This is an optimization exercise on Yosys and OpenROAD, whose aim is small area and a short achievable clock period, not a production implementation. Power and IR drop assume default switching activity.

// Nbit_ALU_Register
module Nbit_ALU_Register (r2, r3, ALUop, r0, clk);
parameter n = 32;
input[n-1:0] r2, r3;
input[2:0] ALUop;
input clk;
output [n-1:0] r0;
wire[n-1:0] r1;
Nbit_ALU #(n) alu1 (.r1(r1), .r2(r2), .r3(r3), .ALUop(ALUop) );
Nbit_Register #(n) reg1 (.outo(r0), .ino(r1), .clk(clk) );
endmodule
Size in the first run: about 100 I/O pins, ~0.0030 sq mm of cells after synthesis.
clock: 15.5 ns
lec_check: 0
cap_margin: 20
core_margin: 2
core_utilization: 60
cts_buf_list: sky130_fd_sc_hd__clkbuf_4
gpl_timing_driven: 0
slew_margin: 20
synth_hierarchical: 1
synth_minimum_keep_size: 0
standard.sh (not shown) runs the stock make flow with config.mk's settings and CLKGATE_MAP_FILE= SYNTH_SCRIPT=/design/flow/synth_recipe.tcl, a recipe that flattens the netlist after the stock synthesis.
==> flow/flow/run.sh <==
#!/bin/bash
# Standard ORFS layout with two changes: the ports are buffered with buf_1 (instead of the
# delay buffer buffer_ports picks by default), and timing repair aims for a setup slack of
# 10.1 ns, so that it sizes the critical paths for a shorter period than the clock's.
set -euo pipefail
export BUFFER_PORTS_ARGS="-buffer_cell sky130_fd_sc_hd__buf_1"
export SETUP_SLACK_MARGIN=10.1
bash standard.sh > standard.log 2>&1
Change:
--- a/flow/design.v
+++ b/flow/design.v
@@ -19,60 +19,48 @@
 module g_a32oi  (input a1, a2, a3, b1, b2, output y); assign y = ~((a1 & a2 & a3) | (b1 & b2));   endmodule
 `timescale 1ns / 1ps
 module Nbit_ALU(r1, r2, r3, ALUop);
 parameter n = 32;
 input  [n-1:0] r2, r3;
 input  [2:0]   ALUop;
 output [n-1:0] r1;
 wire o02n;
 g_nor2 u_o02n (.a(ALUop[0]), .b(ALUop[2]), .y(o02n));
-wire t0n_d0;
-g_mux2i u_t0n_d0 (.a0(ALUop[0]), .a1(ALUop[1]), .s(ALUop[2]), .y(t0n_d0));
-wire t0n_d1;
-g_mux2i u_t0n_d1 (.a0(ALUop[0]), .a1(ALUop[1]), .s(ALUop[2]), .y(t0n_d1));
+wire t0n_d;
+g_mux2i u_t0n_d (.a0(ALUop[0]), .a1(ALUop[1]), .s(ALUop[2]), .y(t0n_d));
 wire t0n_0;
-g_buf u_t0n_0 (.a(t0n_d0), .y(t0n_0));
+g_buf u_t0n_0 (.a(t0n_d), .y(t0n_0));
 wire t0n_1;
-g_buf u_t0n_1 (.a(t0n_d1), .y(t0n_1));
-wire t0n_dx;
-g_mux2i u_t0n_dx (.a0(ALUop[0]), .a1(ALUop[1]), .s(ALUop[2]), .y(t0n_dx));
-wire t1n_d0;
-g_xor2 u_t1n_d0 (.a(ALUop[1]), .b(o02n), .y(t1n_d0));
-wire t1n_d1;
-g_xor2 u_t1n_d1 (.a(ALUop[1]), .b(o02n), .y(t1n_d1));
+g_buf u_t0n_1 (.a(t0n_d), .y(t0n_1));
+wire t1n_d;
+g_xor2 u_t1n_d (.a(ALUop[1]), .b(o02n), .y(t1n_d));
 wire t1n_0;
-g_buf u_t1n_0 (.a(t1n_d0), .y(t1n_0));
+g_buf u_t1n_0 (.a(t1n_d), .y(t1n_0));
 wire t1n_1;
-g_buf u_t1n_1 (.a(t1n_d1), .y(t1n_1));
-wire esn_d0;
-g_o21a u_esn_d0 (.a1(ALUop[1]), .a2(ALUop[0]), .b1(ALUop[2]), .y(esn_d0));
-wire esn_d1;
-g_o21a u_esn_d1 (.a1(ALUop[1]), .a2(ALUop[0]), .b1(ALUop[2]), .y(esn_d1));
+g_buf u_t1n_1 (.a(t1n_d), .y(t1n_1));
+wire esn_d;
+g_o21a u_esn_d (.a1(ALUop[1]), .a2(ALUop[0]), .b1(ALUop[2]), .y(esn_d));
 wire esn_0;
-g_buf u_esn_0 (.a(esn_d0), .y(esn_0));
+g_buf u_esn_0 (.a(esn_d), .y(esn_0));
 wire esn_1;
-g_buf u_esn_1 (.a(esn_d1), .y(esn_1));
-wire ecn_d0;
-g_nand2b u_ecn_d0 (.an(ALUop[1]), .b(ALUop[2]), .y(ecn_d0));
-wire ecn_d1;
-g_nand2b u_ecn_d1 (.an(ALUop[1]), .b(ALUop[2]), .y(ecn_d1));
+g_buf u_esn_1 (.a(esn_d), .y(esn_1));
+wire ecn_d;
+g_nand2b u_ecn_d (.an(ALUop[1]), .b(ALUop[2]), .y(ecn_d));
 wire ecn_0;
-g_buf u_ecn_0 (.a(ecn_d0), .y(ecn_0));
+g_buf u_ecn_0 (.a(ecn_d), .y(ecn_0));
 wire ecn_1;
-g_buf u_ecn_1 (.a(ecn_d1), .y(ecn_1));
-wire enn_d0;
-g_nand2b u_enn_d0 (.an(ALUop[2]), .b(ALUop[1]), .y(enn_d0));
-wire enn_d1;
-g_nand2b u_enn_d1 (.an(ALUop[2]), .b(ALUop[1]), .y(enn_d1));
+g_buf u_ecn_1 (.a(ecn_d), .y(ecn_1));
+wire enn_d;
+g_nand2b u_enn_d (.an(ALUop[2]), .b(ALUop[1]), .y(enn_d));
 wire enn_0;
-g_buf u_enn_0 (.a(enn_d0), .y(enn_0));
+g_buf u_enn_0 (.a(enn_d), .y(enn_0));
 wire enn_1;
-g_buf u_enn_1 (.a(enn_d1), .y(enn_1));
+g_buf u_enn_1 (.a(enn_d), .y(enn_1));
 wire en_d;
 g_inv u_en_d (.a(enn_0), .y(en_d));
 wire en_0;
 g_buf u_en_0 (.a(en_d), .y(en_0));
 wire en_1;
 g_buf u_en_1 (.a(en_d), .y(en_1));
 wire op01n;
 g_nand2 u_op01n (.a(ALUop[0]), .b(ALUop[1]), .y(op01n));
 wire sub;
@@ -396,19 +384,19 @@
 wire gn31;
 g_nand2 u_gn31 (.a(r2[31]), .b(bb31), .y(gn31));
 wire tn31;
 g_nor2 u_tn31 (.a(r2[31]), .b(bb31), .y(tn31));
 wire pn31;
 g_nand2b u_pn31 (.an(tn31), .b(gn31), .y(pn31));
 wire y31;
 g_o22ai u_y31 (.a1(gn31), .a2(ecn_1), .b1(pn31), .b2(esn_1), .y(y31));
 wire t0p;
-g_inv u_t0p (.a(t0n_dx), .y(t0p));
+g_inv u_t0p (.a(t0n_d), .y(t0p));
 wire G0n;
 g_mux2i u_G0n (.a0(t0p), .a1(r2[0]), .s(r3[0]), .y(G0n));
 wire G1_1;
 g_o21ai u_G1_1 (.a1(tn1), .a2(G0n), .b1(gn1), .y(G1_1));
 wire G1_3;
 g_o21ai u_G1_3 (.a1(tn3), .a2(gn2), .b1(gn3), .y(G1_3));
 wire T1_3;
 g_nor2 u_T1_3 (.a(tn3), .b(tn2), .y(T1_3));
 wire G1_5;
Setup slack gets better by 0.024 ns.
Global-route usage drops by 0.12 points.
Sequential share of layout area rose by 0.46 points.
Design area shrinks by 2.5%.
Cell count shrinks by 2.8%.
Total power drops by 6.2%.
Wire length drops by 6.5%.
Fmax rose by 0.46%.
Non-clock buffer count rose by 2.
First-iteration DRC count increases by 22%.
Clock power goes down by 27%.
No functional check of the RTL was part of any run of this note.

==> separate check: timing with driven ports <==
The results above use ideal ports. As a check the final layouts listed here were re-extracted and re-timed, cells and wires unchanged. Step 1: set_driving_cell puts a clkbuf_16 on clk and a buf_2 on each other input, an assumption about the parent block. Step 2 times the ports against the registers' clock, not the clock port: input delays grow and output delays shrink by t, the midpoint of the rising clock arrivals with the driver on. Slacks: no drivers / after step 1 / after step 2; pairs: no drivers / after step 1.
run	t (ns)	setup slack, ns	clock arrival spread, ns	pins driven straight from the clock port
the first run	0.368	10.336 / 10.341 / 9.973	0.003 / 0.003	1
the second run	0.364	10.359 / 10.365 / 10.000	0.009 / 0.009	1
After both steps every run listed still meets setup and hold. For the first run, which loses most, drivers alone change the setup slack by +0.005 ns; drivers and shift together by -0.363 ns.
